From an optimization exercise on the open Yosys and OpenROAD flow, aimed at small area, a short achievable clock period and few clock cycles; shortcuts taken in it are not production practice. In this exercise RTL edits were held to simulation tests only and were not proved equivalent to the original. Power is estimated from default activity; no workload was simulated.

$ cat constraint.sdc
create_clock -name core_clock -period 11.5 [get_ports {clock}]
set_input_delay 2.3000 -clock core_clock [delete_from_list [all_inputs] [get_ports {clock}]]
set_output_delay 2.3000 -clock core_clock [all_outputs]
set_load 0.01 [all_outputs]
$ cat config.mk
export PLATFORM = sky130hd
export DESIGN_NAME = nanocpu
export DESIGN_NICKNAME = nanocpu
export VERILOG_FILES = /design/flow/design.v
export SDC_FILE = /design/flow/constraint.sdc
export NUM_CORES = 4
export LEC_CHECK = 0
export CAP_MARGIN = 20
export CORE_MARGIN = 2
export CORE_UTILIZATION = 50
export CTS_BUF_LIST = sky130_fd_sc_hd__clkbuf_8
export CTS_CLUSTER_SIZE = 24
export SLEW_MARGIN = 20
export SYNTH_HIERARCHICAL = 1
$ cat flow/run.sh
#!/bin/bash
# The standard layout, with drive-strength-2 port buffers and timing repair
# aimed at a tighter setup margin.
set -euo pipefail
bash standard.sh 'BUFFER_PORTS_ARGS=-buffer_cell sky130_fd_sc_hd__buf_2' SETUP_SLACK_MARGIN=7.8 finish > standard_flow.log 2>&1
$ cat design.v
`timescale 1ns / 1ps
module prefix32(gg, pp, p0, A, B);
output	[31:0]	gg;
output	[31:0]	pp;
output	[31:0]	p0;
input	[31:0]	A;
input	[31:0]	B;
localparam N = 32;
localparam L = 5;
assign p0 = A ^ B;
wire	[(L+1)*N-1:0]	g;
wire	[(L+1)*N-1:0]	p;
assign g[N-1:0] = A & B;
assign p[N-1:0] = p0;
genvar l, i;
generate
for (l = 0; l < L; l = l + 1) begin : lvl
	for (i = 0; i < N; i = i + 1) begin : pos
		if (((i >> l) & 1) == 1) begin : comb
			localparam integer J = ((i >> l) << l) - 1;
			assign g[(l+1)*N+i] = g[l*N+i] | (p[l*N+i] & g[l*N+J]);
			assign p[(l+1)*N+i] = p[l*N+i] & p[l*N+J];
		end else begin : pass
			assign g[(l+1)*N+i] = g[l*N+i];
			assign p[(l+1)*N+i] = p[l*N+i];
		end
	end
end
endgenerate
assign gg = g[L*N +: N];
assign pp = p[L*N +: N];
endmodule
module addfold32(S, Cout, gg, pp, p0, Cin);
output	[31:0]	S;
output			Cout;
input	[31:0]	gg;
input	[31:0]	pp;
input	[31:0]	p0;
input			Cin;
wire	[32:0]	c = {gg | (pp & {32{Cin}}), Cin};
assign S = p0 ^ c[31:0];
assign Cout = c[32];
endmodule
`timescale 1ns / 1ps
module mux2_1(out,in0,in1,sel);
parameter WIDTH=32;
output	[WIDTH-1:0]	out;
input	[WIDTH-1:0]	in0;
input	[WIDTH-1:0]	in1;
input				sel;
assign out=sel?in1:in0;
endmodule
`timescale 1ns / 1ps
module agu(S, A, imm, Cin);
output	[31:0]	S;
input	[31:0]	A;
input	[15:0]	imm;
input			Cin;
wire	[15:0]	gg, pp, p0;
prefix16	PRE(gg, pp, p0, A[15:0], imm);
wire	[15:0]	hi = A[31:16];
wire	[15:0]	inc, dec;
incdec16	INCDEC(inc, dec, hi);
agu_sel	SEL(S, gg, pp, p0, hi, inc, dec, imm[15], Cin);
endmodule
module incdec16(inc, dec, A);
output	[15:0]	inc;
output	[15:0]	dec;
input	[15:0]	A;
reg	[15:0]	all1, all0;
integer i;
always @(*)
begin
	all1[0] = 1'b1;
	all0[0] = 1'b1;
	for (i = 1; i < 16; i = i + 1) begin
		all1[i] = all1[i-1] & A[i-1];
		all0[i] = all0[i-1] & ~A[i-1];
	end
end
assign inc = A ^ all1;
assign dec = A ^ all0;
endmodule
module agu_sel(S, gg, pp, p0, hi, inc, dec, s, Cin);
output	[31:0]	S;
input	[15:0]	gg, pp, p0;
input	[15:0]	hi, inc, dec;
input			s;
input			Cin;
wire	[16:0]	c = {gg | (pp & {16{Cin}}), Cin};
assign S[15:0] = p0 ^ c[15:0];
assign S[31:16] = (s ^ c[16]) ? (s ? dec : inc) : hi;
endmodule
module prefix16(gg, pp, p0, A, B);
output	[15:0]	gg;
output	[15:0]	pp;
output	[15:0]	p0;
input	[15:0]	A;
input	[15:0]	B;
localparam N = 16;
localparam L = 4;
assign p0 = A ^ B;
wire	[(L+1)*N-1:0]	g;
wire	[(L+1)*N-1:0]	p;
assign g[N-1:0] = A & B;
assign p[N-1:0] = p0;
genvar l, i;
generate
for (l = 0; l < L; l = l + 1) begin : lvl
	for (i = 0; i < N; i = i + 1) begin : pos
		if (((i >> l) & 1) == 1) begin : comb
			localparam integer J = ((i >> l) << l) - 1;
			assign g[(l+1)*N+i] = g[l*N+i] | (p[l*N+i] & g[l*N+J]);
			assign p[(l+1)*N+i] = p[l*N+i] & p[l*N+J];
		end else begin : pass
			assign g[(l+1)*N+i] = g[l*N+i];
			assign p[(l+1)*N+i] = p[l*N+i];
		end
	end
end
endgenerate
assign gg = g[L*N +: N];
assign pp = p[L*N +: N];
endmodule
`timescale 1ns / 1ps
module adder32(S, Cout, A, B, Cin);
output	[31:0]	S;
output			Cout;
input	[31:0]	A;
input	[31:0]	B;
input			Cin;
wire	[31:0]	gg, pp, p0;
prefix32	PRE(gg, pp, p0, A, B);
addfold32	FOLD(S, Cout, gg, pp, p0, Cin);
endmodule
`timescale 1ns / 1ps
module regfile(A, B, data, sa, sb, rw, we, clock);
output	[31:0]	A;
output	[31:0]	B;
input 	[31:0]	data;
input 	[31:0]	sa, sb;
input 	[4:0]	rw;
input			we;
input			clock;
reg		[31:0] regs[31:0];
reg	[31:0]	ra_out, rb_out;
integer i;
always @(*)
begin
	ra_out = 32'b0;
	rb_out = 32'b0;
	for (i = 0; i < 32; i = i + 1) begin
		ra_out = ra_out | (regs[i] & {32{sa[i]}});
		rb_out = rb_out | (regs[i] & {32{sb[i]}});
	end
end
assign A = ra_out;
assign B = rb_out;
always @(posedge clock)
begin
	if (we)
		regs[rw] <= data;
end
endmodule
`timescale 1ns / 1ps
module control(	
	sel_pc,
	sel_addpc,
	sel_wr,
	sel_b,
	sel_data,
	reg_wr,
	mem_wr,
	ext_ops,
	alu_ops,
	opcode,
	reserved,
	z_flag
	);
output reg sel_pc;
output reg sel_addpc;
output reg sel_wr;
output reg sel_b;
output reg sel_data;
output reg reg_wr;
output reg mem_wr;
output reg [1:0] ext_ops;
output reg [2:0] alu_ops;
input [5:0] opcode;
input [2:0] reserved;
input z_flag;
localparam ORI=6'b010000;
localparam ORUI=6'b010001;
localparam ADD=6'b000001;
localparam LW=6'b011000;
localparam SW=6'b011100;
localparam BEQ=6'b100100;
localparam JMP=6'b110000;
always @(*)
begin
	case (opcode)
		JMP : sel_pc=1;
		default : sel_pc=0;
	endcase
end
always @(*)
begin
	case (opcode)
		BEQ : sel_addpc=z_flag;
		default : sel_addpc=0;
	endcase
end
always @(*)
begin
	case (opcode)
		ORI : sel_wr=1;
		ORUI : sel_wr=1;
		LW : sel_wr=1;
		default : sel_wr=0;
	endcase
end
always @(*)
begin
	case (opcode)
		ORI : sel_b=1;
		ORUI : sel_b=1;
		LW : sel_b=1;
		SW : sel_b=1;
		default : sel_b=0;
	endcase
end
always @(*)
begin
	case (opcode)
		LW : sel_data=1;
		default : sel_data=0;
	endcase
end
always @(*)
begin
	case (opcode)
		ORI : reg_wr=1;
		ORUI : reg_wr=1;
		ADD : reg_wr=1;
		LW : reg_wr=1;
		default : reg_wr=0;
	endcase
end
always @(*)
begin
	case (opcode)
		SW : mem_wr=1;
		default : mem_wr=0;
	endcase
end
always @(*)
begin
	case (opcode)
		ORUI : ext_ops=2'b10;
		LW : ext_ops=2'b01;
		SW : ext_ops=2'b01;
		BEQ : ext_ops=2'b01;
		default : ext_ops=2'b00;
	endcase
end
always @(*)
begin
	case (opcode)
		ORI : alu_ops=3'b010;
		ORUI : alu_ops=3'b010;
		BEQ : alu_ops=3'b001;
		ADD : alu_ops=reserved;
		default : alu_ops=3'b000;
	endcase
end
endmodule
`timescale 1ns / 1ps
module nanocpu(p_address,p_data,d_address,d_wdata,d_rdata,mem_wr,clock,nreset);
output 	[31:0]	p_address;
input 	[31:0]	p_data;
output	[31:0]	d_address;
output			mem_wr;
output	[31:0]	d_wdata;
input	[31:0]	d_rdata;
input			clock;
input			nreset;
localparam ORI=6'b010000;
localparam ORUI=6'b010001;
localparam ADD=6'b000001;
localparam LW=6'b011000;
localparam SW=6'b011100;
localparam BEQ=6'b100100;
localparam JMP=6'b110000;
localparam R_SUM=3'd0, R_OR=3'd1, R_AND=3'd2, R_XOR=3'd3, R_Y=3'd4, R_MEM=3'd5;
reg	[29:0]	pc;
assign p_address = {pc, 2'b00};
wire	[5:0]	f_op = p_data[31:26];
wire	f_jmp = (f_op == JMP);
wire	f_mem = (f_op == LW) | (f_op == SW);
reg	[31:0]	ir;
reg		vd_q;
reg	[31:0]	sa_q, sb_q;
reg	[31:0]	sa_d, sb_d;
integer k;
always @(*)
	for (k = 0; k < 32; k = k + 1) begin
		sa_d[k] = (p_data[25:21] == k);
		sb_d[k] = (p_data[20:16] == k);
	end
wire	[5:0]	op = ir[31:26];
wire	[4:0]	rs = ir[25:21];
wire	[4:0]	rt = ir[20:16];
wire	[4:0]	rd = ir[15:11];
wire	[2:0]	fn = ir[2:0];
wire	[15:0]	imm = ir[15:0];
wire	d_ori  = (op == ORI);
wire	d_orui = (op == ORUI);
wire	d_add  = (op == ADD);
wire	d_lw   = (op == LW);
wire	d_sw   = (op == SW);
wire	d_beq  = (op == BEQ);
reg		v_q;
reg	[31:0]	a_q, y_q;
reg	[29:0]	bt_q;
reg		cin_q, c_inv_q, c_en_q;
reg	[2:0]	rsel_q;
reg		we_q, beq_q;
reg	[4:0]	rw_q;
reg		c_q;
reg	[31:0]	da_q, wd_q;
reg		mw_q;
wire	[31:0]	ex_res;
wire		ex_we = v_q & we_q;
wire	[31:0]	rf_a, rf_b;
regfile	REGFILE(rf_a, rf_b, ex_res, sa_q, sb_q, rw_q, ex_we, clock);
wire	byp_a = ex_we & (rw_q == rs);
wire	byp_b = ex_we & (rw_q == rt);
wire	[31:0]	A = rf_a;
wire	[31:0]	B = rf_b;
reg	stall;
reg	we_d;
wire	stall_d = vd_q & we_d & f_mem & (rw_d == p_data[25:21]);
wire	[29:0]	pc_br = pc + {{14{imm[15]}}, imm};
reg	[31:0]	a_d, y_d;
reg		ya_d, yb_d, yinv_d, a0_d;
reg		cin_c_d, cin_k_d, c_inv_d, c_en_d;
reg	[2:0]	rsel_d;
reg	[4:0]	rw_d;
always @(*)
begin
	a_d = A;
	y_d = B;
	ya_d = 1'b0; yb_d = 1'b1; yinv_d = 1'b0; a0_d = 1'b0;
	cin_c_d = 1'b1; cin_k_d = 1'b0; c_inv_d = 1'b0; c_en_d = 1'b1;
	rsel_d = R_SUM; we_d = 1'b0; rw_d = rd;
	case (op)
	ORI:  begin y_d = {16'b0, imm}; yb_d = 1'b0; rsel_d = R_OR; c_en_d = 1'b0; we_d = 1'b1; rw_d = rt; end
	ORUI: begin y_d = {imm, 16'b0}; yb_d = 1'b0; rsel_d = R_OR; c_en_d = 1'b0; we_d = 1'b1; rw_d = rt; end
	LW:   begin y_d = {{16{imm[15]}}, imm}; yb_d = 1'b0; rsel_d = R_MEM; we_d = 1'b1; rw_d = rt; end
	SW:   begin y_d = {{16{imm[15]}}, imm}; yb_d = 1'b0; end
	BEQ:  begin y_d = ~B; yinv_d = 1'b1; cin_c_d = 1'b0; cin_k_d = 1'b1; c_inv_d = 1'b1; end
	ADD:  begin
		we_d = 1'b1;
		case (fn)
		3'b000: ;
		3'b001: begin y_d = ~B; yinv_d = 1'b1; cin_c_d = 1'b0; cin_k_d = 1'b1; c_inv_d = 1'b1; end
		3'b010: begin rsel_d = R_OR;  c_en_d = 1'b0; end
		3'b011: begin rsel_d = R_AND; c_en_d = 1'b0; end
		3'b100: begin rsel_d = R_XOR; c_en_d = 1'b0; end
		3'b101: begin a_d = 32'b0; a0_d = 1'b1; y_d = ~A; ya_d = 1'b1; yb_d = 1'b0; yinv_d = 1'b1; cin_c_d = 1'b0; cin_k_d = 1'b1; c_en_d = 1'b0; end
		3'b110: begin y_d = ~A; ya_d = 1'b1; yb_d = 1'b0; yinv_d = 1'b1; rsel_d = R_Y; c_en_d = 1'b0; end
		default: begin y_d = ~B; yinv_d = 1'b1; rsel_d = R_Y; c_en_d = 1'b0; end
		endcase
		end
	default: ;
	endcase
end
wire	use_ex_y = (ya_d & byp_a) | (yb_d & byp_b);
wire	use_ex_a = byp_a & ~a0_d;
wire	[31:0]	sum;
wire		carry;
adder32	ALUADD(sum, carry, a_q, y_q, cin_q);
wire		c_new = v_q ? ((carry ^ c_inv_q) & c_en_q) : c_q;
reg	[31:0]	res_o;
always @(*)
begin
	case (rsel_q)
	R_OR:	res_o = a_q | y_q;
	R_AND:	res_o = a_q & y_q;
	R_XOR:	res_o = a_q ^ y_q;
	R_Y:	res_o = y_q;
	default: res_o = d_rdata;
	endcase
end
assign ex_res = (rsel_q == R_SUM) ? sum : res_o;
wire	br_taken = v_q & beq_q & (&(a_q ^ y_q));
wire	[31:0]	ag_sum;
agu	AGU(ag_sum, rf_a, imm, c_new);
assign d_address = da_q;
assign d_wdata = wd_q;
assign mem_wr = mw_q;
always @(posedge clock)
begin
	if (!nreset) begin
		pc <= 30'd0;
		vd_q <= 1'b0;
		v_q <= 1'b0;
		mw_q <= 1'b0;
		c_q <= 1'b0;
		stall <= 1'b0;
	end else begin
		if (br_taken) begin
			pc <= bt_q;
			vd_q <= 1'b0;
		end else if (!stall) begin
			pc <= f_jmp ? {4'b0000, p_data[25:0]} : pc + 30'd1;
			vd_q <= 1'b1;
		end
		v_q <= vd_q & ~br_taken & ~stall;
		mw_q <= vd_q & ~br_taken & ~stall & d_sw;
		c_q <= c_new;
		stall <= ~stall & ~br_taken & stall_d;
	end
end
always @(posedge clock)
begin
	if (!stall) begin
		ir <= p_data;
		sa_q <= sa_d;
		sb_q <= sb_d;
	end
	a_q <= use_ex_a ? ex_res : a_d;
	y_q <= use_ex_y ? (ex_res ^ {32{yinv_d}}) : y_d;
	bt_q <= pc_br;
	cin_q <= cin_c_d ? c_new : cin_k_d;
	c_inv_q <= c_inv_d;
	c_en_q <= c_en_d;
	rsel_q <= rsel_d;
	we_q <= we_d;
	beq_q <= d_beq;
	rw_q <= rw_d;
	da_q <= ag_sum;
	wd_q <= byp_b ? ex_res : B;
end
endmodule
$ cat standard.sh
#!/bin/bash
# synth_recipe.tcl (not shown) runs the flow's synth.tcl, then flattens the netlist and writes it again
# the make line also repeats each setting of config.mk as NAME=value (left out here)
make -C /OpenROAD-flow-scripts/flow DESIGN_CONFIG=/design/flow/config.mk WORK_HOME=/design/flow/orfs CLKGATE_MAP_FILE= SYNTH_SCRIPT=/design/flow/synth_recipe.tcl "${@:-finish}"
==> reports/results.txt, run 1 <==
Final core utilization: 59.04%. Compared with the post-synthesis result, the final layout area differs by 17.33%. Yosys mapped a number of flops with a built-in enable equal to 1,120. In the routed design, unresolved DRC markers number 0. The cell that appears most often on the critical path is ha_4. The tools report the layout net count as 5,488. After synthesis, the share of flip-flops with an asynchronous set or reset is 0%.

For this configuration, the core starts out at a cell density of 50.32%. In this design, the stage delay of the slowest critical-path cell is 0.69 ns. Of the total power, combinational logic draws 23.5%. The number of distinct standard cells referenced by the synthesized netlist was 92; the later-pin clock latency in the skew report was 0.98 ns. The transition time at the pin with the least slew margin was 1.135 ns; the count of vias placed by the detailed router was 48,570. Of the total power, the share spent switching nets is 31.35%. The clock tree skew after final layout was 0.08514 ns. 163 I/O pins were placed.

From left edge to right edge, the die measures 356.8 um. Of the available clock period, the critical path in the final layout requires 39.14%. Via count of the first global-routing pass: 46,920. Global routing used 35.37% of the available tracks across all layers. The tree built by TritonCTS fans out to 1,326 sinks. The tools report the data arrival time of the worst path as 5.32 ns.

The wire length of the first global-routing pass was 325,600 um; the worst hold slack was 0.4398 ns. The count of warnings emitted by yosys was 9; the maximum buffer depth of the clock tree was 3. The logs give 0 for the final-report hold violation count and 6,520 for the placed cell count. The share of synthesized area in the top cell type comes to 54.06%. The min-delay analysis places its worst path in the category reg -> reg. The worst pin sits at a relative slew slack of 24.33%.

In this run the power density over the cells is 181.8 mW/mm2. Detail-routed net length per standard cell: 32.59 um. The internal power was 0.009113 W; the number of pins with negative max-slew slack in the final report was 0. In the synthesized netlist the dominant register cell turns out to be edfxtp_1. The final-layout setup total negative slack is 0 ns. STA classifies the critical path startpoint as a register. Dividing the synthesized area by the synthesized cell count gives 12.69 um2.

The tools report the final cell area excluding filler cells as 0.07300 mm2. The layout cell share with drive strength beyond 1 was 21.69%; the clock slew at the register clock pins of the worst setup and hold paths was 0.06 ns. For this design the total switching power over the nets is 0.004161 W.

Before antenna repair, the detailed router went through 8 iterations. The number of nets still failing antenna checks after routing was 0. The most frequent cell after synthesis is edfxtp_1.

By area the synthesized netlist is led by edfxtp_1, a22oi_1, dfxtp_1. In this run the cell area of the synthesized design comes to 0.06222 mm2. After synthesis, flip-flops and latches occupy 60.69% of the total area. The fill cell instance count of the final layout was 10,060; the number of standard cells in the layout, taps in and fillers out was 7,077. Across the run, the number of max-cap violations was 0.

Summed over all nets, the half-perimeter wirelength after detailed placement is 138,300 um. The critical path endpoint category is a register. The buffer and inverter count on the worst path was 1. Library cell contributing the largest single delay on the critical path: or4_4. The core region is 0.1236 mm2. For the number of placement rows, the log shows 129. The flow ran to the end and the layout has no timing, DRC or antenna violations. The die is 356.8 um tall. Summed over all layers, the global routing overflow is 0.

The run gives 77 as the maximum number of pins on one net before global-route repair. Sequential cells account for 46.6% of the total power. Port buffering added 160 buffers. After the first detailed-routing iteration, the DRC count stood at 6,619. In this run, synthesis produced a sequential element count of 1,326.

Number of antenna violations at the first check in global routing: 10. Largest delay contributor family on the critical path: adder cells. Buffers inserted during clock tree synthesis total 215. Walking the worst path, the cells encountered are buf_12, a22oi_2, nand4_1, or4_4, ha_4, ha_4, ha_4, ha_4, ha_4, ha_4, ha_4, ha_4, ha_4, ha_4, ha_4, ha_4, ha_4, ha_4, xor2_1, mux2i_1, mux2i_1.

Counting instances in the post-synthesis netlist gives the leading cell types as edfxtp_1, a22oi_1, nand4_1. Setup repair after global routing could not meet its margin everywhere. VDD sags by at most 0.1955 mV. edfxtp_1 takes more of the synthesized area than any other cell. The upper clock frequency limit is 0.2222 GHz, and the leakage component of the power is 25.50 nW. Of all nets on the critical path, the largest fanout is 5.

The die covers 0.1273 mm2. The placed instances occupy a cell area of 0.06533 mm2. For the worst setup path, the data required time is 12.32 ns. The clock network is responsible for 30.0% of the overall power.

For the setup-violating endpoint count in the final report, the log shows 0. Routability-driven placement finished with a final weighted congestion of 0.9311. Path type of the worst setup path: reg -> reg. Using the TritonRoute via totals, the vias-per-cell ratio works out to 6.864. Synthesis handed over a netlist of 4,903 instances.

TritonCTS built the clock tree. CTS placed an instance of clkbuf_8 at the clock tree root. The H-tree depth reported by CTS was 4; the time the final worst path needs with I/O delays and setup was 4.501 ns. The routed design has 230,700 um of wire.
metrics by stage:
stage,setup slack (ns),power (W)
after floorplan,7.504,0.007692
after global placement,6.877,0.008724
after detailed placement,6.863,0.008767
after CTS,7.107,0.01303
after global routing,7.008,0.01369
final,6.999,0.01327
routing by layer:
metal,GRT usage (%),routed length (um)
met5,0,13
met4,22.61,17080
met3,8.491,26040
met2,53.61,103200
met1,45.72,84340
worst paths after layout:
kind         startpoint  depth (start not counted)  slack [ns]        to
max            sa_q[17]                         21        7.00  da_q[31]
min            bt_q[19]                          2        0.44    pc[19]
max reg2reg    sa_q[17]                         21        7.00  da_q[31]
min reg2reg    bt_q[19]                          2        0.44    pc[19]
state kept, by name, summed over array words and instances (netlist names), 3 cells and up:
register,count
wd_q,32
y_q,32
sb_q,32
REGFILE.regs,1024
ir,32
bt_q,30
rsel_q,3
a_q,32
da_q,32
pc,30
rw_q,5
sa_q,32
layout by cell type, fill, tap and decap left out, types with 92 or more instances in the layout:
cell / instances
edfxtp_1: 1120
a22oi_1: 1012
nand4_1: 287
inv_1: 255
clkbuf_8: 232
nor2_1: 227
buf_4: 210
nand2_1: 159
dfxtp_1: 120
a21oi_1: 118
ha_1: 113
buf_6: 98
o21ai_0: 95
buf_2: 92
modules after synthesis (local to each module, per instance), a selection:
| module | copies in the design | cells | flops+latches | cell area (um2) |
|---|---|---|---|---|
| incdec16 | 1 | 60 | 0 | 484.2 |
| nanocpu | 1 | 1821 | 302 | 16680 |
| prefix32 | 1 | 189 | 0 | 1390 |
| agu_sel | 1 | 87 | 0 | 765.7 |
| regfile | 1 | 2606 | 1024 | 41650 |
| addfold32 | 1 | 68 | 0 | 694.4 |
| prefix16 | 1 | 72 | 0 | 548.0 |
tightest hold or removal path: cells and delay by family (launching register included):
kind / cells / cell delay [ns]
flip-flops: 1 / 0.30
AO/OA/AOI/OAI: 1 / 0.07
AND/OR/NAND/NOR: 1 / 0.04
power groups by stage:
stage / Clock [W] / Combinational [W] / Sequential [W]
2_1_floorplan: 0 / 0.00143 / 0.00626
3_3_place_gp: 0 / 0.00246 / 0.00627
3_5_place_dp: 0 / 0.00250 / 0.00627
4_1_cts: 0.00402 / 0.00285 / 0.00617
5_1_grt: 0.00423 / 0.00327 / 0.00619
6_report: 0.00398 / 0.00312 / 0.00618
repair_timing:
item / in CTS / in global routing
gates resized for setup: 327 / 147
endpoints found under the setup margin: 540 / 577
pin swaps: 25 / 35
buffers inserted: 101 / 26
hold buffers: 0 / 0
gates cloned: 19 / 4
logic make-up (layout without fill, tap and decap cells):
group / count (synthesis) / count (layout) / synth area share [%]
buffers and inverters: 514 / 1034 / 3.692
flip-flops: 1326 / 1326 / 60.69
AND/OR/NAND/NOR: 993 / 997 / 8.392
multiplexers: 148 / 148 / 2.880
AO/OA/AOI/OAI: 1620 / 1623 / 19.06
XOR/XNOR: 130 / 130 / 1.830
adder cells (fa/ha/maj): 171 / 171 / 3.451
other: 1 / 11 / 0.006027
area by class of cell:
type / instances / area (um2) / share of cell area [%]
antenna: 9 / 22.52 / 0.03085
clock buffer: 228 / 3138 / 4.299
clock inverter: 169 / 992.2 / 1.359
inverter: 190 / 735.7 / 1.008
multi-input combinational: 3071 / 24000 / 32.88
sequential: 1326 / 37940 / 51.98
tap: 1637 / 2048 / 2.806
timing repair buffer: 443 / 4084 / 5.595
timing repair inverter: 4 / 30.03 / 0.04114
Testbench counts, summed over its fixed seeds: cycles 114,575.
==> run 2: changes to the inputs <==
--- a/design.v
+++ b/design.v
@@ -67,17 +67,29 @@
 output	[15:0]	inc;
 output	[15:0]	dec;
 input	[15:0]	A;
-reg	[15:0]	all1, all0;
-integer i;
-always @(*)
-begin
-	all1[0] = 1'b1;
-	all0[0] = 1'b1;
-	for (i = 1; i < 16; i = i + 1) begin
-		all1[i] = all1[i-1] & A[i-1];
-		all0[i] = all0[i-1] & ~A[i-1];
+localparam N = 16;
+localparam L = 4;
+wire	[(L+1)*N-1:0]	p1;
+wire	[(L+1)*N-1:0]	p0;
+assign p1[N-1:0] = A;
+assign p0[N-1:0] = ~A;
+genvar l, i;
+generate
+for (l = 0; l < L; l = l + 1) begin : lvl
+	for (i = 0; i < N; i = i + 1) begin : pos
+		if (((i >> l) & 1) == 1) begin : comb
+			localparam integer J = ((i >> l) << l) - 1;
+			assign p1[(l+1)*N+i] = p1[l*N+i] & p1[l*N+J];
+			assign p0[(l+1)*N+i] = p0[l*N+i] & p0[l*N+J];
+		end else begin : pass
+			assign p1[(l+1)*N+i] = p1[l*N+i];
+			assign p0[(l+1)*N+i] = p0[l*N+i];
+		end
 	end
 end
+endgenerate
+wire	[N-1:0]	all1 = {p1[L*N +: N-1], 1'b1};
+wire	[N-1:0]	all0 = {p0[L*N +: N-1], 1'b1};
 assign inc = A ^ all1;
 assign dec = A ^ all0;
 endmodule
@@ -143,24 +155,56 @@
 input			we;
 input			clock;
 reg		[31:0] regs[31:0];
-reg	[31:0]	ra_out, rb_out;
-integer i;
-always @(*)
-begin
-	ra_out = 32'b0;
-	rb_out = 32'b0;
-	for (i = 0; i < 32; i = i + 1) begin
-		ra_out = ra_out | (regs[i] & {32{sa[i]}});
-		rb_out = rb_out | (regs[i] & {32{sb[i]}});
-	end
-end
-assign A = ra_out;
-assign B = rb_out;
 always @(posedge clock)
 begin
 	if (we)
 		regs[rw] <= data;
 end
+genvar b, r;
+generate
+for (b = 0; b < 32; b = b + 1) begin : bits
+	wire	[31:0]	col;
+	for (r = 0; r < 32; r = r + 1) begin : rows
+		assign col[r] = regs[r][b];
+	end
+	rf_mux32	MA(A[b], col, sa);
+	rf_mux32	MB(B[b], col, sb);
+end
+endgenerate
+endmodule
+module rf_mux32(y, d, s);
+output			y;
+input	[31:0]	d;
+input	[31:0]	s;
+wire	[3:0]	u;
+wire	[1:0]	v;
+genvar i;
+generate
+for (i = 0; i < 4; i = i + 1) begin : l1
+	rf_or8	G(u[i], d[8*i +: 8], s[8*i +: 8]);
+end
+for (i = 0; i < 2; i = i + 1) begin : l2
+	rf_nor2	G(v[i], u[2*i], u[2*i+1]);
+end
+endgenerate
+rf_nand2	L3(y, v[0], v[1]);
+endmodule
+module rf_or8(y, d, s);
+output			y;
+input	[7:0]	d;
+input	[7:0]	s;
+wire	[3:0]	t = ~((d[7:4] & s[7:4]) | (d[3:0] & s[3:0]));
+assign y = ~&t;
+endmodule
+module rf_nor2(y, a, b);
+output	y;
+input	a, b;
+assign y = ~(a | b);
+endmodule
+module rf_nand2(y, a, b);
+output	y;
+input	a, b;
+assign y = ~(a & b);
 endmodule
 `timescale 1ns / 1ps
 module control(	
@@ -412,7 +456,10 @@
 		if (br_taken) begin
 			pc <= bt_q;
 			vd_q <= 1'b0;
-		end else if (!stall) begin
+		end else if (stall) begin
+			pc <= pc - 30'd1;
+			vd_q <= 1'b0;
+		end else begin
 			pc <= f_jmp ? {4'b0000, p_data[25:0]} : pc + 30'd1;
 			vd_q <= 1'b1;
 		end
@@ -424,11 +471,9 @@
 end
 always @(posedge clock)
 begin
-	if (!stall) begin
-		ir <= p_data;
-		sa_q <= sa_d;
-		sb_q <= sb_d;
-	end
+	ir <= p_data;
+	sa_q <= sa_d;
+	sb_q <= sb_d;
 	a_q <= use_ex_a ? ex_res : a_d;
 	y_q <= use_ex_y ? (ex_res ^ {32{yinv_d}}) : y_d;
 	bt_q <= pc_br;
==> flow/run.sh (replaced) <==
#!/bin/bash
# The standard layout, with drive-strength-2 port buffers, a clock tree with
# larger sink clusters and no dummy loads, and timing repair aimed at a
# tighter setup margin.
set -euo pipefail
bash standard.sh \
  'BUFFER_PORTS_ARGS=-buffer_cell sky130_fd_sc_hd__buf_2' \
  'CTS_ARGS=-sink_clustering_enable -repair_clock_nets -sink_clustering_size 28 -sink_clustering_max_diameter 80 -dont_use_dummy_load' \
  SETUP_SLACK_MARGIN=7.8 \
  finish > standard_flow.log 2>&1
--- a/config.mk
+++ b/config.mk
@@ -7,8 +7,7 @@
 export LEC_CHECK = 0
 export CAP_MARGIN = 20
 export CORE_MARGIN = 2
-export CORE_UTILIZATION = 50
-export CTS_BUF_LIST = sky130_fd_sc_hd__clkbuf_8
-export CTS_CLUSTER_SIZE = 24
+export CORE_UTILIZATION = 55
+export PLACE_DENSITY = 0.65
 export SLEW_MARGIN = 20
 export SYNTH_HIERARCHICAL = 1
==> reports/results.txt, run 2 <==
The run finished with no timing, DRC or antenna violations. Along the worst path, the maximum fanout reaches 17. Counting flops with a built-in enable in the synthesized netlist gives 1,024.

The detail-routed net length per standard cell works out to 33.34 um. The tools report the sort of element at the start of the critical path as a register. The clock arrives with 0.07988 ns of skew.

After detailed routing, the number of vias per cell comes to 7.144. The tools report the final cell area excluding filler cells as 0.06772 mm2. Summing the areas of all fa, ha and maj instances in the mapped netlist gives 3.072% of the synthesized area. Across all layers, the routed design uses 48,020 vias.

The horizontal die dimension came out at 337.9 um. Xor and xnor area share after synthesis: 2.885%. Multiplexer share of the synthesized area: 2.493%. The layout cell share with drive strength beyond 1 was 13.77%; the number of antenna violations at the first check in global routing was 9. Summing the sequential cell areas from Yosys gives 60.00% of the chip area. The transition time at the pin with the least slew margin is 1.024 ns. TritonCTS built the clock tree. Total core area: 0.1107 mm2. The tools report the count of unresolved DRC violations after routing as 0. The tree is rooted in a clkbuf_16.

The logs give 0.9854 for the global placer's final weighted congestion and 0.1142 mm2 for the full die area. The detailed-routing iteration count for the pre-antenna-repair pass is 6. After synthesis, the largest family of logic cells by area is compound AO/OA/AOI/OAI gates. In this run, distinct cell masters in the synthesized netlist total 100. After global routing the overflow that remains totals 0.

163 I/O pins were placed. By instance count, the leading cell after synthesis is a22oi_1. The die is 337.9 um tall. The later pin in the worst-skew pair is clocked with a latency of 0.71 ns. For the fill cell instance count of the final layout, the log shows 8,726. Across all hold checks on the routed design, the worst slack comes to 0.4506 ns. The run gives 0 as the final-report hold violation count.

Setup repair after global routing could not meet its margin everywhere. The final worst-path cycle share was 32.24%. The placed instances occupy a cell area of 0.06467 mm2. The logs give 0.1390 mV for the worst ir drop on vdd and 45,110 for the via count of the first global-routing pass. The wire length of the first global-routing pass was 313,900 um. The number of pins with negative max-slew slack in the final report is 0, and the max-capacitance violation count is 0. After synthesis, the share of flip-flops with an asynchronous set or reset is 0%. The dominant register cell in the synthesized netlist is edfxtp_1. The tools report the number of clock sinks as 1,326.

The synthesized netlist devotes 9.964% of its cell area to simple gates. Static timing analysis puts the maximum clock frequency at 0.2697 GHz. The run gives 135,900 um as the estimated wirelength of the detail-placed design. The tools report the final-layout setup total negative slack as 0 ns.

The routed design has 224,100 um of wire. The normalized max-slew margin came out at 31.76%. The dominant cell type by area after synthesis was edfxtp_1. After synthesis, the most frequently instantiated cells are a22oi_1, edfxtp_1, nor2_1. The leakage component of the power is 23.39 nW. The min-delay analysis places its worst path in the category reg -> reg. Critical path data required time: 12.08 ns. Yosys printed 8 warnings.

The register with the most flip-flops in the layout has 1,024 of them. Overall global routing resource usage: 38.39%. For this design the ratio of total power to cell area is 167.7 mW/mm2. The number of clock buffers added by TritonCTS is 66. The compound-cell area share of the yosys netlist came out at 19.54%. The path type of the worst setup path is reg -> reg. At the worst endpoint, the arrival time is 4.28 ns. Synthesized flop and latch total: 1,326. The library cells used most frequently in the layout, excluding fill and tap cells, are a22oi_1, edfxtp_1, nor2_1.

Of the post-synthesis cell area, the dominant cell type holds 50.14%. The floorplan has 122 rows. Ranked by flip-flop count, first place goes to REGFILE.regs.

CTS built an H-tree with a depth of 3. After synthesis, the cell types taking the most area are edfxtp_1, a22oi_1, dfxtp_1. The time the final worst path needs with I/O delays and setup works out to 3.707 ns.

The layout overhead on the synthesized area is 10.42%. In this run the cell area of the synthesized design comes to 0.06133 mm2. In this run the remaining antenna-violating nets after routing total 0.

In this run the tool buffered the top-level ports with 160 buffer cells. The most common library cell in the layout ignoring fill and taps is a22oi_1. The run gives 7,277 as the number of DRC markers after the initial detailed-route iteration. The cell count after synthesis is 4,988, and the clock slew at the register clock pins of the worst setup and hold paths is 0.11 ns.

Setup violations remaining at the end of the flow were counted as 0. For the initial core utilization, the log shows 55.42%. The maximum number of pins on one net before global-route repair came out at 85. For the maximum buffer depth of the clock tree, the log shows 3. In this run the mean area of a mapped cell was 12.30 um2. The final layout contains 5,447 nets. STA classifies the critical path endpoint as a register.
-- run 2: layer usage --
metal / GRT usage (%) / vias up / routed length (um)
li1: - / 20440 / -
met1: 49.47 / 23560 / 81750
met2: 56.51 / 3361 / 97000
met3: 11.01 / 666 / 27570
met4: 25.43 / 4 / 17630
met5: 1.064 / - / 192
-- run 2: cell type report --
type                    count  area [um2]  share of cell area [%]
multi-input cells        3366       24340                   35.94
repair buffers            344        2485                   3.669
diodes                      5       12.51                 0.01848
flip-flops and latches   1326       36890                   54.48
inverters                 127       476.7                  0.7039
well taps                1488        1862                   2.749
clock buffers              66        1652                   2.439
-- run 2: Yosys stat by module, one instance, submodules excluded, a selection --
module,flops+latches,cells inside,area [um2],copies in the design
addfold32,0,68,694.4,1
rf_nor2,0,1,3.754,128
prefix32,0,181,1289,1
prefix16,0,72,563.0,1
regfile,1024,1074,31020,1
agu_sel,0,87,765.7,1
rf_or8,0,5,36.28,256
incdec16,0,89,646.9,1
rf_nand2,0,1,3.754,64
nanocpu,302,1945,16340,1
-- run 2: critical path, cell delays in order (launching register included) --
cell	delay, ns
dfxtp_4	0.42
buf_6	0.20
a22oi_1	0.20
nand4_1	0.34
nor2_1	0.68
nand2_2	0.44
nor4_4	0.53
and2_1	0.20
ha_1	0.15
xor2_1	0.15
mux2i_1	0.09
mux2i_1	0.15
-- run 2: cells by family after synthesis --
| logic type | after synthesis |
|---|---|
| AO/OA/AOI/OAI | 1652 |
| adder cells (fa/ha/maj) | 150 |
| flip-flops | 1326 |
| AND/OR/NAND/NOR | 1209 |
| other | 1 |
| multiplexers | 150 |
| XOR/XNOR | 202 |
| buffers and inverters | 298 |
-- run 2: where the power goes --
part	switching (W)	total, W	leakage, nW	internal (W)
logic	0.00206	0.00281	10.8	0.000746
registers	0.000112	0.00605	11.8	0.00593
clock network	0.00148	0.00251	0.813	0.00103
-- run 2: worst paths after layout --
check,from,end,slack (ns),depth (start not counted)
setup reg to reg,sa_q[2],da_q[25],7.79,11
hold / removal,bt_q[3],pc[3],0.45,2
setup / recovery,sa_q[2],da_q[25],7.79,11
hold reg to reg,bt_q[3],pc[3],0.45,2
-- run 2: per-stage QoR --
| stage | setup WS [ns] | power [W] | cells | utilization, % |
|---|---|---|---|---|
| after floorplan | 7.822 | 0.007509 | 4989 | - |
| after global routing | 7.762 | 0.01165 | 6717 | 61.18 |
| final | 7.793 | 0.01136 | 6722 | 61.19 |
| after global placement | 6.968 | 0.008688 | 6619 | 58.44 |
| after detailed placement | 6.935 | 0.008733 | 6619 | 58.44 |
| after CTS | 7.742 | 0.01120 | 6699 | 60.51 |
-- run 2: what timing repair did --
item	in CTS	in global routing
resized for setup	145	114
hold buffers	0	0
endpoints found under the hold margin	0	0
buffers inserted	12	16
endpoints found under the setup margin	110	80
pin swaps	30	38
gates cloned	2	2
Testbench counts of run 2, summed over its fixed seeds: cycles 114,647.
==> run 3: changes to the inputs <==
--- a/config.mk
+++ b/config.mk
@@ -7,7 +7,7 @@
 export LEC_CHECK = 0
 export CAP_MARGIN = 20
 export CORE_MARGIN = 2
-export CORE_UTILIZATION = 55
-export PLACE_DENSITY = 0.65
+export CORE_UTILIZATION = 62
+export PLACE_DENSITY = 0.72
 export SLEW_MARGIN = 20
 export SYNTH_HIERARCHICAL = 1
==> reports/results.txt, run 3 <==
The critical path goes through buf_4, a22oi_1, nand4_1, nor2_1, nand2_1, nor4_4, and2_1, ha_1, xor2_1, mux2i_1, mux2i_1. Per report_power, the sequential group accounts for 53.8% of the total. The layout net count was 5,469. For this run, design rule violations remaining after detail routing come to 0.

The number of vias per cell was 7.436. The tools report the final-report hold violation count as 0. The critical path endpoint category is a register. The tools report the maximum number of pins on one net before global-route repair as 95. The worst-case IR drop observed on VDD is 0.1480 mV. The logs give 2 for the H-tree depth reported by CTS and 0.003609 W for the power spent charging and discharging nets.

Critical path data required time: 12.13 ns. The synthesized netlist contains 100 unique library cells. The first global-routing pass estimated 305,900 um of wire.

For the via count of the first global-routing pass, the log shows 45,320. The max-capacitance violation count came out at 0. The average instance in the mapped netlist occupies 12.30 um2. Clock-pin slew was measured on the worst setup and hold paths at 0.11 ns. More flip-flops sit in one register than any other, and that register is REGFILE.regs. The flip-flop count of the largest register after layout is 1,024. The tools report the count of vias placed by the detailed router as 48,620. Setup violations remaining at the end of the flow were counted as 0.

The layout cell share with drive strength beyond 1 is 14.05%, and the wire length reported by the detailed router is 216,100 um. At the later pin of the worst-skew pair, clock insertion delay measures 0.75 ns. From synthesis to final layout, the design area changed by 10.19%. The run gives 1,326 as the number of clock sinks.

The tools report the CTS root buffer as clkbuf_16. The run gives 0.06450 mm2 as the area after detailed placement. Setup repair after global routing could not meet its margin everywhere. The number of buffer cells added on primary ports was 160; the number of nets still failing antenna checks after routing was 0. The floorplan step defined a die boundary enclosing 0.1015 mm2.

The repair_antennas step left the layout with diodes totalling 0. The number of standard cells in the layout, taps in and fillers out is 6,538, and the detail-routed net length per standard cell is 33.06 um. The logs give 33.95% for the normalized max-slew margin and 23.47 nW for the leakage component of the power.

The layout has 7,141 filler cells. Summing all non-filler instances in the final layout gives an area of 0.06758 mm2. The die is 318.5 um wide. The path type of the worst setup path is reg -> reg.

For this run, the detailed router's first-pass iteration total came to 7. Dividing total power by cell area gives a power density of 166.3 mW/mm2. The data arrival time of the worst path is 4.50 ns, and the total core area is 0.09828 mm2. The vertical extent of the die came out at 318.5 um.

In the post-synthesis netlist, the biggest area contributors are edfxtp_1, a22oi_1, dfxtp_1. In this design, the stage delay of the slowest critical-path cell is 0.67 ns. Including well taps, the total number of placed cells is 6,424. OpenSTA, run right after detailed placement, puts the worst setup slack at 6.955 ns.

The synthesized design contains 1,326 register bits. The run finished with no timing, DRC or antenna violations. The highest fanout seen on the critical path was 17. For the final routed database, the setup TNS stands at 0 ns. For this run, the number of Yosys warnings is 8.

Synthesis handed over a netlist of 4,988 instances. The logs give 41.22% for the overall global routing resource usage and 60 for the CTS buffer count. Dominant cell type by area after synthesis: edfxtp_1. The combinational share of power was 25.2%.

The library cell contributing the largest single delay on the critical path is nor2_1. The run gives 62.41% as the initial core utilization. The worst hold path belongs to the class reg -> reg. The number of synthesized flops with an enable pin is 1,024, and the transition time at the pin with the least slew margin is 0.9908 ns.

Clock skew on the completed layout was measured at 0.07558 ns. The upper clock frequency limit is 0.2586 GHz. Across all setup checks in the final design, the least slack found is 7.633 ns. TritonCTS built the clock tree. The aggregate global routing overflow came out at 0. Net switching is 32.12% of the power. The cell repeated most along the worst path was mux2i_1. Subtracting the final worst setup slack from the clock period gives 3.867 ns. In the layout the commonest cells are a22oi_1, edfxtp_1, nor2_1.

For this run, the leading register cell type out of synthesis is edfxtp_1. For this block, the initial DRC count from the detailed router was 8,205. The sort of element at the start of the critical path is a register.

The library cell used most frequently in the layout, excluding fill and tap cells, is a22oi_1. No sink is reached through more buffers than the 3 on the longest clock path. The estimated wirelength of the detail-placed design was 133,500 um. Counting flops with an async set or reset pin after synthesis yields a share of 0%. The floorplan has 115 rows.

The share of the Yosys chip area taken by registers is 60.00%. By count the netlist is led by a22oi_1, edfxtp_1, nor2_1. Yosys instantiated no cell more often than a22oi_1. The final worst-path cycle share was 33.63%. Routability-driven placement finished with a final weighted congestion of 1.044. The number of pins with negative max-slew slack in the final report was 0; the internal power was 0.007628 W. The clock power share came out at 21.1%. 163 I/O pins were placed. The number of antenna violations at the first check in global routing was 11; the fraction of synthesized cell area taken by the top area cell type was 50.14%. In this run the cell area of the synthesized design comes to 0.06133 mm2.
==> run 3: changes by cell type in the layout (fill, tap and decap cells not counted), moves of 4 or more <==
cell	previous run	this run
buf_4	144	164
diode_2	5	0
nor2_4	45	40
nand2_2	14	18
nand2_4	12	7
clkbuf_16	68	62
dfxtp_4	16	21
buf_12	8	17
dfxtp_1	255	249
==> run 3: path summary, 6_finish.rpt <==
kind              startpoint  cells after the start  slack (ns)        to
setup / recovery     sa_q[7]                     11        7.63  da_q[25]
hold / removal       bt_q[3]                      2        0.45     pc[3]
setup reg to reg     sa_q[7]                     11        7.63  da_q[25]
hold reg to reg      bt_q[3]                      2        0.45     pc[3]
==> run 3: per-stage QoR <==
stage	util, %	hold slack, ns	power [W]
final	68.77	0.4451	0.01124
after global routing	68.77	0.4802	0.01148
after CTS	68.33	0.4511	0.01104
after detailed placement	65.64	0.4582	0.008696
after global placement	65.56	0.4397	0.008645
after floorplan	-	0.4289	0.007509
==> run 3: cell type report <==
| class | instances | area, um2 | area share (%) |
|---|---|---|---|
| Tap cell | 1287 | 1610 | 2.383 |
| Sequential cell | 1326 | 36910 | 54.62 |
| Multi-Input combinational cell | 3366 | 24230 | 35.85 |
| Timing Repair Buffer | 372 | 2849 | 4.216 |
| Clock buffer | 60 | 1501 | 2.222 |
| Inverter | 127 | 476.7 | 0.7054 |
==> run 3: what timing repair did <==
item,in CTS,in global routing
hold buffers,0,0
pin swaps,43,36
gates resized for setup,211,66
setup buffers,38,10
endpoints found under the setup margin,91,40
cloned,3,3
==> run 3: worst max-delay path: cells and delay by family (launching register included) <==
| kind | cells | cell delay, ns |
|---|---|---|
| compound gates | 1 | 0.17 |
| mux | 2 | 0.24 |
| simple gates | 5 | 2.32 |
| flops | 1 | 0.45 |
| fa+ha+maj | 1 | 0.16 |
| buf+inv | 1 | 0.25 |
| xor+xnor | 1 | 0.15 |
==> run 3: logic make-up (layout without fill, tap and decap cells) <==
family          Yosys count  count (layout)  synth area share, %
compound gates         1652            1652                19.54
flops                  1326            1326                60.00
simple gates           1209            1210                9.964
buf+inv                 298             559                2.046
xor+xnor                202             202                2.885
fa+ha+maj               150             150                3.072
mux                     150             150                2.493
other cells               1               2             0.006114
==> run 3: layer usage <==
| layer | share of wire, % | GRT usage, % | vias up | wire, um |
|---|---|---|---|---|
| met3 | 13 | 10.94 | 748 | 28630 |
| met2 | 44 | 61.91 | 3728 | 94110 |
| li1 | - | - | 20470 | - |
| met1 | 35 | 52.44 | 23670 | 74740 |
| met4 | 8.6 | 28.54 | 10 | 18590 |
| met5 | 0.033 | 0 | - | 71 |
==> run 3: Yosys stat by module (local to each module, per instance), a selection <==
module / copies in the design / area [um2]
rf_nand2: 64 / 3.754
addfold32: 1 / 694.4
regfile: 1 / 31020
nanocpu: 1 / 16340
prefix32: 1 / 1289
rf_nor2: 128 / 3.754
rf_or8: 256 / 36.28
==> run 3: power by group through the flow <==
stage	Sequential (W)	Clock, W	Combinational [W]
CTS	0.00603	0.00237	0.00264
detailed placement	0.00615	0	0.00255
finish	0.00604	0.00237	0.00283
global route	0.00605	0.00252	0.00292
global placement	0.00615	0	0.00250
floorplan	0.00618	0	0.00133
==> run 4: changes to the inputs <==
--- a/flow/run.sh
+++ b/flow/run.sh
@@ -6,5 +6,5 @@
 bash standard.sh \
   'BUFFER_PORTS_ARGS=-buffer_cell sky130_fd_sc_hd__buf_2' \
   'CTS_ARGS=-sink_clustering_enable -repair_clock_nets -sink_clustering_size 28 -sink_clustering_max_diameter 80 -dont_use_dummy_load' \
-  SETUP_SLACK_MARGIN=7.8 \
+  SETUP_SLACK_MARGIN=8.0 \
   finish > standard_flow.log 2>&1
--- a/config.mk
+++ b/config.mk
@@ -7,7 +7,7 @@
 export LEC_CHECK = 0
 export CAP_MARGIN = 20
 export CORE_MARGIN = 2
-export CORE_UTILIZATION = 62
-export PLACE_DENSITY = 0.72
+export CORE_UTILIZATION = 55
+export PLACE_DENSITY = 0.65
 export SLEW_MARGIN = 20
 export SYNTH_HIERARCHICAL = 1
==> reports/results.txt, run 4 <==
Summing over every cut layer, the via total after detailed routing is 48,990. The initial utilization of the core area, before any placement, comes to 55.42%. Dividing the synthesized area by the synthesized cell count gives 12.30 um2. The worst setup path is captured at a register. Compared with the post-synthesis result, the final layout area differs by 12.74%. Setup-violating endpoint count in the final report: 0. The total power density per cell area is 166.8 mW/mm2. The cell count after synthesis came out at 4,988. The vertical extent of the die was 337.9 um; the async set-reset flop share out of synthesis was 0%.

Global routing used 39.07% of the available tracks. The worst setup path is launched from an input pin. The clock slew at the register clock pins of the worst setup and hold paths is 0.11 ns. Dominant register cell in the synthesized netlist: edfxtp_1. The hold path depth was 2.

The worst hold path terminates at pc[10]. The final-report hold violation count is 0. Total core area: 0.1107 mm2. The largest individual stage delay along the critical path comes from the cell a22oi_1. The highest cell delay on the worst timing path is 0.87 ns. The H-tree was split into 2 levels. The run gives 7.72 ns as the setup slack of the most critical reg-to-reg path. The clock passes through at most 3 buffers.

The synthesized netlist occupies a cell area of 0.06133 mm2. The run gives 122 as the number of placement rows. The final core utilization was 62.48%. The time the final worst path needs with I/O delays and setup works out to 3.827 ns. For this run, the number of Yosys warnings is 8.

The run finished with no timing, DRC or antenna violations. TritonCTS built the clock tree. In the layout the commonest cells are a22oi_1, edfxtp_1, nor2_1. In this run the critical register-to-register path is captured at da_q[30].

Headroom to the max-slew limit came out at 9.898%. Cells with a size suffix above 1 make up 15.80% of the layout. Leaving out fill and tap cells, the most frequent cell in the layout is a22oi_1.

In this run the worst path has a maximum fanout of 17. The number of synthesized flops with an enable pin was 1,024. More flip-flops sit in one register than any other, and that register is REGFILE.regs.

Entering global routing, the biggest net connects 73 pins. The startpoint identified for the worst hold timing path is bt_q[10]. The tools report the via count of the first global-routing pass as 45,090. The number of pins with negative max-slew slack in the final report is 0. For the pin with the worst max-slew slack, the measured transition is 1.352 ns. For the sequential share of the synthesized area, the log shows 60.00%. Dominant cell type by area after synthesis: edfxtp_1.

The path type of the worst setup path was in -> reg. 163 I/O pins were placed. The fraction of synthesized cell area taken by the top area cell type came out at 50.14%.

The logs give 0 for the max-capacitance violation count and 0.75 ns for the later-pin clock latency in the skew report. The number of cells on the worst reg-to-reg path is 16. In this run the static leakage power is 23.88 nW. The first detailed-routing pass ran for 6 iterations. The final worst-path cycle share is 33.28%, and the layout net count is 5,496. The first global-routing pass estimated 318,600 um of wire. By count the netlist is led by a22oi_1, edfxtp_1, nor2_1. Summed over all layers, the global routing overflow is 0. The count of nets left with antenna violations once routing finished came out at 0. The tools report the number of clock sinks as 1,326. At the worst endpoint, the arrival time is 4.07 ns.

The design draws 0.01153 W. The full die area was 0.1142 mm2; the CTS buffer count was 60. Setup repair after global routing could not meet its margin everywhere.

The estimated wirelength of the detail-placed design was 135,200 um; the number of vias per cell was 7.238. For this block, the routed nets add up to 234,300 um of wire. The cell sitting at the root of the clock tree is a clkbuf_16.

Timing would allow up to 0.2613 GHz. Number of antenna violations at the first check in global routing: 10. Startpoint of the most critical register-to-register path: sa_q[22]. The flip-flop count of the largest register after layout was 1,024; the global placer's final weighted congestion was 0.9443. The die is 337.9 um wide. a22oi_1 is the most common cell in the netlist.

The min-delay analysis places its worst path in the category reg -> reg. Hold is met by 0.4568 ns. After the first detailed-routing iteration, the DRC count stood at 7,630.

By area the synthesized netlist is led by edfxtp_1, a22oi_1, dfxtp_1. In the final routed layout, each cell accounts on average for 34.63 um. The synthesized flop and latch total works out to 1,326.

For the final database, setup skew stands at 0.07721 ns. The logs give 0.1310 mV for the worst ir drop on vdd and 0 for the count of unresolved DRC violations after routing. For the final-layout setup total negative slack, the log shows 0 ns. After synthesis, the netlist uses 100 different library cells. For the critical path data required time, the log shows 11.75 ns.

The critical path goes through buf_2, a22oi_1, nand3_2. Port buffering added 160 buffers.
-- run 4: metal layers --
layer	GRT usage (%)	vias up	wire, um
li1	-	20580	-
met4	22.32	12	17440
met5	0	-	91
met1	50.98	23980	84110
met2	58.31	3694	101000
met3	11.48	727	31730
-- run 4: report_power, final --
group          switching, W  total (W)  internal, W  leakage (nW)
Combinational       0.00217    0.00307     0.000902          11.4
Sequential         0.000124    0.00606      0.00594          11.8
Clock               0.00147    0.00240     0.000929         0.739
Total               0.00376     0.0115      0.00777          23.9
-- run 4: metrics by stage --
step	instance area (um2)	cells	setup slack [ns]
2_1_floorplan	61450	4989	8.011
3_3_place_gp	64690	6608	7.154
3_5_place_dp	64690	6608	7.182
4_1_cts	68430	6737	7.921
5_1_grt	69140	6766	7.729
6_report	69140	6768	7.673
-- run 4: layout make-up --
cell class	instances	area [um2]
Fill cell	8599	41530
Clock buffer	60	1501
Timing Repair Buffer	392	3396
Antenna cell	2	5.005
Inverter	127	476.7
Multi-Input combinational cell	3373	24920
Sequential cell	1326	36980
Tap cell	1488	1862
-- run 4: worst max-delay path: cells and delay by family --
family                 cells  cell delay, ns
buffers and inverters      1            0.10
AO/OA/AOI/OAI              1            0.87
AND/OR/NAND/NOR            1            0.79
-- run 4: modules after synthesis, one instance, submodules excluded, a selection --
module,area [um2],flops+latches,cells inside,times used
regfile,31020,1024,1074,1
nanocpu,16340,302,1945,1
prefix32,1289,0,181,1
agu_sel,765.7,0,87,1
addfold32,694.4,0,68,1
incdec16,646.9,0,89,1
prefix16,563.0,0,72,1
rf_or8,36.28,0,5,256
rf_nand2,3.754,0,1,64
rf_nor2,3.754,0,1,128
-- run 4: cells by family after synthesis --
logic type               after synthesis  synth area share [%]
flip-flops                          1326                 60.00
XOR/XNOR                             202                 2.885
buffers and inverters                298                 2.046
AO/OA/AOI/OAI                       1652                 19.54
other                                  1              0.006114
adder cells (fa/ha/maj)              150                 3.072
AND/OR/NAND/NOR                     1209                 9.964
multiplexers                         150                 2.493
-- run 4: worst max path at each step --
stage,startpoint,slack [ns],depth (start not counted),end
floorplan,d_rdata[18],8.01,4,y_q[18]
global placement,d_rdata[8],7.15,5,a_q[8]
detailed placement,sa_q[18],7.18,15,da_q[26]
CTS,pc[29],7.92,1,p_address[31]
global route,sa_q[14],7.73,17,da_q[20]
finish,d_rdata[13],7.67,3,REGFILE.regs[29][13]
-- run 4: timing repair --
item / 4_1_cts / 5_1_grt
setup buffers: 59 / 22
hold endpoints to repair: 0 / 0
pin swaps: 64 / 20
cloned: 10 / 7
gates resized for setup: 360 / 82
hold buffers: 0 / 0
setup endpoints to repair: 395 / 210
==> run 5: changes to the inputs <==
--- a/design.v
+++ b/design.v
@@ -384,7 +384,8 @@
 reg	stall;
 reg	we_d;
 wire	stall_d = vd_q & we_d & f_mem & (rw_d == p_data[25:21]);
-wire	[29:0]	pc_br = pc + {{14{imm[15]}}, imm};
+wire	[15:0]	br_off = imm | {16{~d_beq}};
+wire	[29:0]	pc_br = pc + {{14{br_off[15]}}, br_off};
 reg	[31:0]	a_d, y_d;
 reg		ya_d, yb_d, yinv_d, a0_d;
 reg		cin_c_d, cin_k_d, c_inv_d, c_en_d;
@@ -457,7 +458,7 @@
 			pc <= bt_q;
 			vd_q <= 1'b0;
 		end else if (stall) begin
-			pc <= pc - 30'd1;
+			pc <= pc_br;
 			vd_q <= 1'b0;
 		end else begin
 			pc <= f_jmp ? {4'b0000, p_data[25:0]} : pc + 30'd1;
--- a/flow/run.sh
+++ b/flow/run.sh
@@ -6,5 +6,5 @@
 bash standard.sh \
   'BUFFER_PORTS_ARGS=-buffer_cell sky130_fd_sc_hd__buf_2' \
   'CTS_ARGS=-sink_clustering_enable -repair_clock_nets -sink_clustering_size 28 -sink_clustering_max_diameter 80 -dont_use_dummy_load' \
-  SETUP_SLACK_MARGIN=8.0 \
+  SETUP_SLACK_MARGIN=7.8 \
   finish > standard_flow.log 2>&1
==> reports/results.txt, run 5 <==
The flow ran to the end and the layout has no timing, DRC or antenna violations. Along the worst path, the maximum fanout reaches 32. Via count of the first global-routing pass: 43,970. For this run, the leading register cell type out of synthesis is edfxtp_1. The max-capacitance violation count was 0. In this run the core area contains 122 standard-cell rows.

At the end of the flow, the number of nets in the layout was 5,389. Counting instances in the post-synthesis netlist gives the leading cell types as a22oi_1, edfxtp_1, nor2_1. The combined area of all synthesized cells is 0.06116 mm2. Yosys mapped the design onto 97 distinct sky130hd cell types. The logs give 308,900 um for the wire length of the first global-routing pass and 0.07739 ns for the clock tree skew after final layout. The global placer's final weighted congestion is 0.9481, and the area after detailed placement is 0.06460 mm2. Data arrival time of the worst path: 4.32 ns.

TritonCTS built the clock tree. At the later pin of the worst-skew pair, clock insertion delay measures 0.75 ns. The first TritonRoute pass finished after 6 iterations. For this design, the CTS-stage hold fixing added 0 buffers. Total power after layout: 0.01132 W. STA classifies the critical path startpoint as a register. The clock tree synthesis step divided the H-tree into 2 levels.

Global routing finished with a remaining overflow of 0. The vertical extent of the die was 337.5 um; the total core area was 0.1105 mm2. The post-route netlist has 15.25% of its cells at a drive strength greater than 1. Based on the critical path, the design can be clocked at up to 0.2667 GHz.

For this run, the total global-route usage over all layers was measured as 37.90%. Dividing the detail-routed wire length by the instance count gives 33.25 um. The critical path starts at sa_q[4].

From synthesis to final layout, the design area changed by 10.98%. The logs give 4,903 for the cell count after synthesis and 9.000% for the global routing met3 resource utilization. Of all flip-flops after synthesis, the portion carrying an async set or reset was 0%. The worst setup path is captured at a register. Yosys instantiated no cell more often than a22oi_1. Yosys printed 8 warnings.

The tools report the count of vias placed by the detailed router as 47,620. The launch point of the worst hold path is bt_q[11]. The layout has 8,756 filler cells. Leaving out fill and tap cells, the most frequent cell in the layout is a22oi_1. Adding up every negative setup slack in the final design gives 0 ns. The die covers 0.1139 mm2.

After layout, the minimum clock period comes to 3.750 ns. Initial core utilization: 55.34%. In the post-synthesis netlist, the biggest area contributors are edfxtp_1, a22oi_1, dfxtp_1. Flip-flop count of the largest register after layout: 1,024. The top register by number of flip-flops is REGFILE.regs. Measured against its own limit, the worst slew margin works out to 27.29%.

The clock slew at the register clock pins of the worst setup and hold paths came out at 0.11 ns. In this run, the number of DRC markers left after iteration 0 of detailed routing was 7,760. Counting the buffers created by CTS gives 60. The run gives 0.1625 mV as the worst ir drop on vdd. Summed over all instances, the cell type with the most area after synthesis is edfxtp_1. For this design the top-level I/O count stands at 163.

The number of antenna violations at the first check in global routing was 15; the leakage component of the power was 23.42 nW. Once detail routing completed, the nets flagged for antenna violations numbered 0. The tightest min-delay check is of the reg -> reg type.

The top cell types in the final layout, fill and taps aside, are a22oi_1, edfxtp_1, nor2_1. STA puts the critical path data required time at 12.07 ns. In this run, synthesis produced a sequential element count of 1,326. The wire length reported by the detailed router is 221,400 um, and the total power density per cell area is 166.8 mW/mm2. The run gives 0 as the number of pins with negative max-slew slack in the final report. Setup repair after global routing could not meet its margin everywhere. For this design, the sink count on the clock tree is 1,326.

The horizontal die dimension was 337.5 um. Entering global routing, the biggest net connects 84 pins. The average instance in the mapped netlist occupies 12.47 um2. Once layout is done, the placed cells without fillers occupy 0.06788 mm2. After detailed routing, the number of remaining DRC violations is 0. In the routed layout, each cell is associated on average with a via count of 7.150. The met1 track utilization from global routing is 49.77%, and the fraction of synthesized cell area taken by the top area cell type is 50.28%.

Of the available clock period, the critical path in the final layout requires 32.61%. Input and output buffers added on the ports amount to 160. The setup-violating endpoint count in the final report is 0, and the met2 routing resource usage after global routing is 56.06%. After synthesis, flip-flops and latches occupy 60.16% of the total area. Final core utilization: 61.42%. In this run the most used layer during global routing was met2.

The cell sitting at the root of the clock tree is a clkbuf_16. Summed over all nets, the half-perimeter wirelength after detailed placement is 133,700 um. Yosys mapped a number of flops with a built-in enable equal to 1,024.

The worst setup path is of the reg -> reg kind. The longest clock path from root to sink contains 3 buffers. For the final-report hold violation count, the log shows 0. In this run the critical register-to-register path is launched from sa_q[4]. At the pin with the least slew margin, the transition time is 1.089 ns.
==> run 5: cell types whose count changed after synthesis, sizes merged, moves of 16 or more <==
cell    previous run  this run
inv              127       104
nand3b            24        40
a31oi             28        12
o21ai            133        93
xnor2            123       104
nor2             409       392
mux2i            128       147
mux2              22        38
nand2            209       166
a21oi            198       235
or2                4        20
==> run 5: cell families after synthesis <==
group / synth area share (%)
buffers and inverters: 1.825
adder cells (fa/ha/maj): 3.142
flip-flops: 60.16
multiplexers: 3.105
XOR/XNOR: 2.477
other: 0.006131
AND/OR/NAND/NOR: 9.834
AO/OA/AOI/OAI: 19.45
==> run 5: final cells by class <==
class | count | area [um2] | area share (%)
well taps | 1488 | 1862 | 2.743
inverters | 104 | 392.9 | 0.5788
diodes | 4 | 10.01 | 0.01475
clock buffers | 60 | 1501 | 2.212
repair buffers | 361 | 2714 | 3.998
multi-input cells | 3317 | 24540 | 36.15
flip-flops and latches | 1326 | 36860 | 54.30
==> run 5: repair_timing <==
| action | in CTS | in global routing |
|---|---|---|
| setup endpoints to repair | 103 | 97 |
| gates resized for setup | 157 | 149 |
| setup buffers | 21 | 18 |
| pin swaps | 49 | 57 |
| cloned | 4 | 4 |
==> run 5: path summary, 6_finish.rpt <==
path,endpoint,slack [ns],depth (start not counted)
setup / recovery,da_q[24],7.75,13
hold / removal,pc[11],0.47,2
hold reg to reg,pc[11],0.47,2
setup reg to reg,da_q[24],7.75,13
==> run 5: metal layers <==
layer  share of wire (%)  up-vias  wire, um
met4                 7.6       10     16830
li1                    -    20220         -
met1                  36    23470     80420
met3                  12      618     27270
met2                  44     3303     96610
met5                0.13        -       287
==> run 5: through the flow <==
step                      cells  worst slack (ns)  hold WS (ns)
final                      6660             7.750        0.4657
after global routing       6656             7.663        0.4904
after CTS                  6633             7.789        0.4658
after detailed placement   6548             6.731        0.4568
after global placement     6548             6.763        0.4476
after floorplan            4904             7.788        0.4425
==> run 5: power breakdown <==
group / switching (W) / internal (W)
Combinational: 0.00208 / 0.000790
Clock: 0.00145 / 0.000928
Sequential: 0.000114 / 0.00596
==> run 5: worst max-delay path, cell delays in order (launching register included) <==
cell	delay (ns)
dfxtp_1	0.33
buf_8	0.21
a22oi_1	0.21
nand4_1	0.40
nor2_2	0.39
nand2_2	0.26
ha_1	0.43
and2b_1	0.18
a311o_1	0.35
a21oi_4	0.15
buf_12	0.17
buf_16	0.16
mux2i_1	0.21
mux2i_1	0.10
==> run 5: per-module statistics from Yosys (local to each module, per instance), excerpt <==
module     times used  cell area [um2]  cells  flops+latches
incdec16            1            646.9     89              0
rf_nor2           128            3.754      1              0
rf_nand2           64            3.754      1              0
rf_or8            256            36.28      5              0
prefix32            1             1289    181              0
prefix16            1            563.0     72              0
addfold32           1            694.4     68              0
nanocpu             1            16170   1860            302
agu_sel             1            765.7     87              0
regfile             1            31020   1074           1024
Testbench counts of run 5, summed over its fixed seeds: cycles 114,647.
==> run 6: changes to the inputs <==
--- a/flow/run.sh
+++ b/flow/run.sh
@@ -6,5 +6,5 @@
 bash standard.sh \
   'BUFFER_PORTS_ARGS=-buffer_cell sky130_fd_sc_hd__buf_2' \
   'CTS_ARGS=-sink_clustering_enable -repair_clock_nets -sink_clustering_size 28 -sink_clustering_max_diameter 80 -dont_use_dummy_load' \
-  SETUP_SLACK_MARGIN=7.8 \
+  SETUP_SLACK_MARGIN=7.6 \
   finish > standard_flow.log 2>&1
==> reports/results.txt, run 6 <==
TritonCTS built the clock tree. The synthesized-area fraction occupied by adder cells was 3.142%. The sort of element at the start of the critical path was a register.

The final-report hold violation count was 0. The run finished, with violations left. In this run the static leakage power is 23.34 nW. The via count of the first global-routing pass was 44,170; the multiplexer share of the synthesized area was 3.106%.

The signal on the critical path passes through buf_8, a22oi_1, nand4_1, nor2_2, nand2_2, ha_4, nand2_2, nor2_1, a211oi_2, nand3_2, a311o_1, a21oi_4, buf_12, bufbuf_16, mux2i_1, mux2i_1. The smallest setup slack after layout was 7.644 ns. For this configuration, the core starts out at a cell density of 55.34%. Each instance of the synthesized netlist takes up on average 12.47 um2.

The filler cells instantiated in the layout total 8,894. The number of different library cells used by synthesis comes to 97. The tools report the detailed-routing iteration count for the pre-antenna-repair pass as 9. Critical path endpoint category: a register. The combinational family with the most area after synthesis is compound AO/OA/AOI/OAI gates. The post-placement setup slack is 6.792 ns, and the simple-gate share of the synthesized area is 9.834%. In this run the tightest slew margin relative to its limit is -12.93%. The full die area is 0.1139 mm2, and the async set-reset flop share out of synthesis is 0%.

The number of pins with negative max-slew slack in the final report is 6. The wire length reported by the detailed router came out at 222,000 um. The count of nets left with antenna violations once routing finished came out at 0.

The transition time at the pin with the least slew margin was 1.694 ns. Clock-pin slew was measured on the worst setup and hold paths at 0.11 ns. CTS buffer count: 60.

The worst ir drop on vdd came out at 0.1344 mV. The synthesized flop and latch total came out at 1,326. In this run the biggest area consumer among cell types represents 50.28% of the synthesized area. In the final design database the tool counted 5,383 nets.

Along the worst path, the maximum fanout reaches 32. The global placer's final weighted congestion is 0.9526. The upper clock frequency limit is 0.2594 GHz. Compared with the post-synthesis result, the final layout area differs by 10.15%.

Of the total synthesized cell area, the portion taken by XOR and XNOR cells is 2.477%. Across the routed clock network, the largest skew measured is 0.07546 ns. After floorplanning, the core was sized to cover 0.1105 mm2. The setup path with the least slack is of type reg -> reg. The H-tree depth reported by CTS was 2. The total overflow left after global routing is 0. Layout cell share with drive strength beyond 1: 13.89%.

The dominant register cell in the synthesized netlist is edfxtp_1. The run gives 1 as the max-capacitance violation count. The tree is rooted in a clkbuf_16. Setup repair after global routing could not meet its margin everywhere.

A clean result was blocked by capacitance limit, slew limit. The time the final worst path needs with I/O delays and setup works out to 3.856 ns.
## run 6: cell counts after synthesis
Identical to the previous run, type by type.
## run 6: where the power goes
part | leakage (nW) | total (W) | internal [W] | switching (W)
Combinational | 10.9 | 0.00281 | 0.000763 | 0.00205
Sequential | 11.7 | 0.00607 | 0.00596 | 0.000114
Clock | 0.739 | 0.00238 | 0.000928 | 0.00145
Total | 23.3 | 0.0113 | 0.00765 | 0.00361
## run 6: layer usage
metal / track usage (%) / vias to the layer above / wire length (um)
met1: 49.79 / 23470 / 81200
li1: - / 20190 / -
met4: 22.92 / 8 / 15280
met5: 0 / - / 185
met2: 56.22 / 3200 / 97940
met3: 9.803 / 610 / 27400
## run 6: worst paths after layout
check | from | end | slack [ns] | cells after the start
worst min-delay path | bt_q[12] | pc[12] | 0.45 | 1
worst max-delay path | sa_q[21] | da_q[30] | 7.64 | 16
worst max register to register | sa_q[21] | da_q[30] | 7.64 | 16
worst min register to register | bt_q[12] | pc[12] | 0.45 | 1
## run 6: cells by family (layout without fill, tap and decap cells)
family	count (synthesis)	in the layout
adders and majority gates	153	153
xor gates and xnor gates	173	173
and+or+nand+nor	1168	1170
buffers and inverters	263	519
AOI/OAI and AO/OA	1634	1634
other	1	5
muxes	185	185
DFF	1326	1326
## run 6: final cells by class
type	count	area, um2	share of cell area, %
antenna	3	7.507	0.01114
timing repair buffer	355	2567	3.811
sequential	1326	36840	54.68
inverter	104	390.4	0.5795
tap	1488	1862	2.764
multi-input combinational	3317	24200	35.92
clock buffer	60	1501	2.229
## run 6: stage by stage
step	instances	total power, W	instance area (um2)	hold slack, ns
after global placement	6553	0.008723	64630	0.4465
after detailed placement	6553	0.008766	64640	0.4592
after CTS	6621	0.01108	66640	0.4526
final	6653	0.01126	67370	0.4482
after global routing	6651	0.01157	67360	0.4674
after floorplan	4904	0.007561	61160	0.4425
## run 6: timing repair
action | 4_1_cts | 5_1_grt
setup buffers | 5 | 27
pin swaps | 19 | 46
gates cloned | 3 | 2
resized for setup | 102 | 105
endpoints found under the setup margin | 102 | 34
## run 6: per-module statistics from Yosys (local to each module, per instance), a selection
| module | area [um2] | times used | flip-flops and latches |
|---|---|---|---|
| regfile | 31020 | 1 | 1024 |
| prefix32 | 1289 | 1 | 0 |
| incdec16 | 646.9 | 1 | 0 |
| rf_nand2 | 3.754 | 64 | 0 |
| rf_nor2 | 3.754 | 128 | 0 |
| prefix16 | 563.0 | 1 | 0 |
| rf_or8 | 36.28 | 256 | 0 |
| agu_sel | 765.7 | 1 | 0 |
| addfold32 | 694.4 | 1 | 0 |
| nanocpu | 16170 | 1 | 302 |

Re-timed with assumed drivers on the ports (clkbuf_16 on the clock, buf_2 on other inputs), run 6 has 7.644 ns of setup slack against 7.644 ns with ideal ports, and 7.102 ns once port delays also move by the mid clock arrival of 0.791 ns.
